From an optimization exercise on the open Yosys and OpenROAD flow, aimed at small area; shortcuts taken in it are not production practice.
In this exercise RTL edits were held to simulation tests only and were not proved equivalent to the original.
No driver is modelled on the clock port, so clocking that relies on it looks cheaper here than on a real chip.
Power figures rest on the tool's default switching activity, not on a simulated workload.

Design router13, start of the top module:
module router13(input clk,resetn,read_enb_0,read_enb_1,read_enb_2,pkt_valid,
              input [7:0]data_in,
              output [7:0]data_out_0,data_out_1,data_out_2,
              output vld_out_0,vld_out_1,vld_out_2,error,busy);
==> flow/config.mk <==
export PLATFORM = sky130hd
export DESIGN_NAME = router13
export DESIGN_NICKNAME = router13
export VERILOG_FILES = /design/flow/design.v
export SDC_FILE = /design/flow/constraint.sdc
export NUM_CORES = 4
export LEC_CHECK = 0
export CAP_MARGIN = 20
export CORE_MARGIN = 2
export CORE_UTILIZATION = 75
export PLACE_DENSITY = 0.85
export SLEW_MARGIN = 20
==> flow/constraint.sdc <==
create_clock -name core_clock -period 5.0 [get_ports {clk}]
set_input_delay 1.0000 -clock core_clock [delete_from_list [all_inputs] [get_ports {clk}]]
set_output_delay 1.0000 -clock core_clock [all_outputs]
set_load 0.01 [all_outputs]
standard.sh (not shown) runs the stock make flow with config.mk's settings and CLKGATE_MAP_FILE= SYNTH_SCRIPT=/design/flow/synth_recipe.tcl, a recipe that flattens the netlist after the stock synthesis.
==> flow/flow/run.sh <==
#!/bin/bash
# The standard layout (standard.sh) with these changes:
#  - synthesis maps logic with an area-oriented ABC script (flow/abc_area.script);
#    everything else in synthesis, registers included, is the standard synthesis
#  - port buffers use the smallest buffer
#  - the clock tree uses clkbuf_8 leaf clusters and no dummy loads
#  - after clock tree synthesis, cells with spare slack are downsized
set -e
here=$(pwd)
{
  echo 'proc abc {args} {'
  echo '  set i [lsearch -exact $args -script]'
  echo "  if {\$i >= 0} { set args [lreplace \$args [expr {\$i + 1}] [expr {\$i + 1}] $here/flow/abc_area.script] }"
  echo '  yosys abc {*}$args'
  echo '}'
  cat synth_recipe.tcl
} > area_synth.tcl
sed "s#SYNTH_SCRIPT=[^ ]*#SYNTH_SCRIPT=$here/area_synth.tcl#" standard.sh > area_standard.sh
export BUFFER_PORTS_ARGS="-buffer_cell sky130_fd_sc_hd__buf_1"
export CTS_ARGS="-sink_clustering_enable -repair_clock_nets -dont_use_dummy_load -buf_list sky130_fd_sc_hd__clkbuf_8 -sink_clustering_size 18 -sink_clustering_max_diameter 70"
export POST_CTS_TCL=$here/flow/post_cts.tcl
bash area_standard.sh > standard.log 2>&1
==> flow/flow/abc_area.script <==
strash
&get -n
&deepsyn -T 60
&st
&dch
&nf -a -R 1000
&st
&dch
&nf -a -R 1000
&put
==> flow/flow/post_cts.tcl <==
# downsize cells that have slack to spare (area recovery)
repair_timing -recover_power 100
Next try:
--- a/flow/flow/run.sh
+++ b/flow/flow/run.sh
@@ -1,3 +1,3 @@
 #!/bin/bash
-# The standard layout (standard.sh) with these changes:
+# The standard layout (standard.sh) with three changes:
 #  - synthesis maps logic with an area-oriented ABC script (flow/abc_area.script);
@@ -6,3 +6,2 @@
 #  - the clock tree uses clkbuf_8 leaf clusters and no dummy loads
-#  - after clock tree synthesis, cells with spare slack are downsized
 set -e
@@ -20,3 +19,2 @@
 export CTS_ARGS="-sink_clustering_enable -repair_clock_nets -dont_use_dummy_load -buf_list sky130_fd_sc_hd__clkbuf_8 -sink_clustering_size 18 -sink_clustering_max_diameter 70"
-export POST_CTS_TCL=$here/flow/post_cts.tcl
 bash area_standard.sh > standard.log 2>&1
==> flow/flow/abc_area.script (replaced) <==
strash
&get -n
&st
&dch
&nf -a
&st
&dch
&nf -a
&put
removed: flow/flow/post_cts.tcl
What happened: The changed run finished with timing, DRC and antenna clean; worst hold slack is better by 0.0062 ns; critical path depth went down by 1; first-iteration DRC count shrinks by about 11%; total power rose by 12%; wire length came out lower by about 4%; non-clock buffer count drops by 6; combinational power goes up to 3.1 times its value; cell area is higher by 0.80%; setup slack gets better by 0.34 ns; core utilization increases by 0.17 points.
Next try:
--- a/flow/flow/run.sh
+++ b/flow/flow/run.sh
@@ -1,3 +1,3 @@
 #!/bin/bash
-# The standard layout (standard.sh) with three changes:
+# The standard layout (standard.sh) with these changes:
 #  - synthesis maps logic with an area-oriented ABC script (flow/abc_area.script);
@@ -6,2 +6,3 @@
 #  - the clock tree uses clkbuf_8 leaf clusters and no dummy loads
+#  - after clock tree synthesis, cells with spare slack are downsized
 set -e
@@ -18,3 +19,4 @@
 export BUFFER_PORTS_ARGS="-buffer_cell sky130_fd_sc_hd__buf_1"
-export CTS_ARGS="-sink_clustering_enable -repair_clock_nets -dont_use_dummy_load -buf_list sky130_fd_sc_hd__clkbuf_8 -sink_clustering_size 18 -sink_clustering_max_diameter 70"
+export CTS_ARGS="-sink_clustering_enable -repair_clock_nets -dont_use_dummy_load -buf_list sky130_fd_sc_hd__clkbuf_8 -sink_clustering_size 18 -sink_clustering_max_diameter 50"
+export POST_CTS_TCL=$here/flow/post_cts.tcl
 bash area_standard.sh > standard.log 2>&1
==> flow/flow/abc_area.script (replaced) <==
strash
&get -n
&st
&dch
&nf -a -R 1000
&st
&dch
&nf -a -R 1000
&put
==> flow/flow/post_cts.tcl (new file) <==
# downsize cells that have slack to spare (area recovery)
repair_timing -recover_power 100
=>
- The new run went through all stages and came out clean
- synthesized cell count went down by 0.79%
- combinational power grows by about 10%
- worst setup slack degrades by 0.22 ns
- total power grows by about 4%
- wire length rose by 0.50%
- utilization grows by 0.11 points
- fmax is lower by about 6%
- hold slack degrades by 0.014 ns
- first-iteration DRC count rises by about 2.8%
- final area went down by about 0.45%

## port drivers added, routing unchanged
The results above use ideal ports. As a check the final layouts listed here were re-extracted and re-timed, cells and wires unchanged. Step 1 sets driving cells, clkbuf_16 on the clock port and buf_2 on the other inputs (assumed; they add their load-dependent delay and slew). Step 2 moves the port delays by t, midway between the first and last clock arrival at a register: inputs arrive t later, outputs are due t later. That takes back most of the time a late clock gives input paths. Slacks: ideal / step 1 / step 2; pairs: ideal / step 1.
| run | shift t [ns] | setup WS [ns] | worst hold slack (ns) | slew at the worst register clock pin (ns) |
|---|---|---|---|---|
| the first run | 0.669 | 1.434 / 1.417 / 1.363 | 0.444 / 0.444 / 0.444 | 0.12 / 0.12 |
| the second run | 0.664 | 1.774 / 1.728 / 2.010 | 0.450 / 0.450 / 0.450 | 0.11 / 0.11 |
| the third run | 0.586 | 1.558 / 1.558 / 1.558 | 0.436 / 0.436 / 0.436 | 0.11 / 0.11 |
After both steps setup and hold are still met in every run listed. For the first run, which loses most, drivers alone change the setup slack by -0.017 ns; drivers and shift together by -0.071 ns.
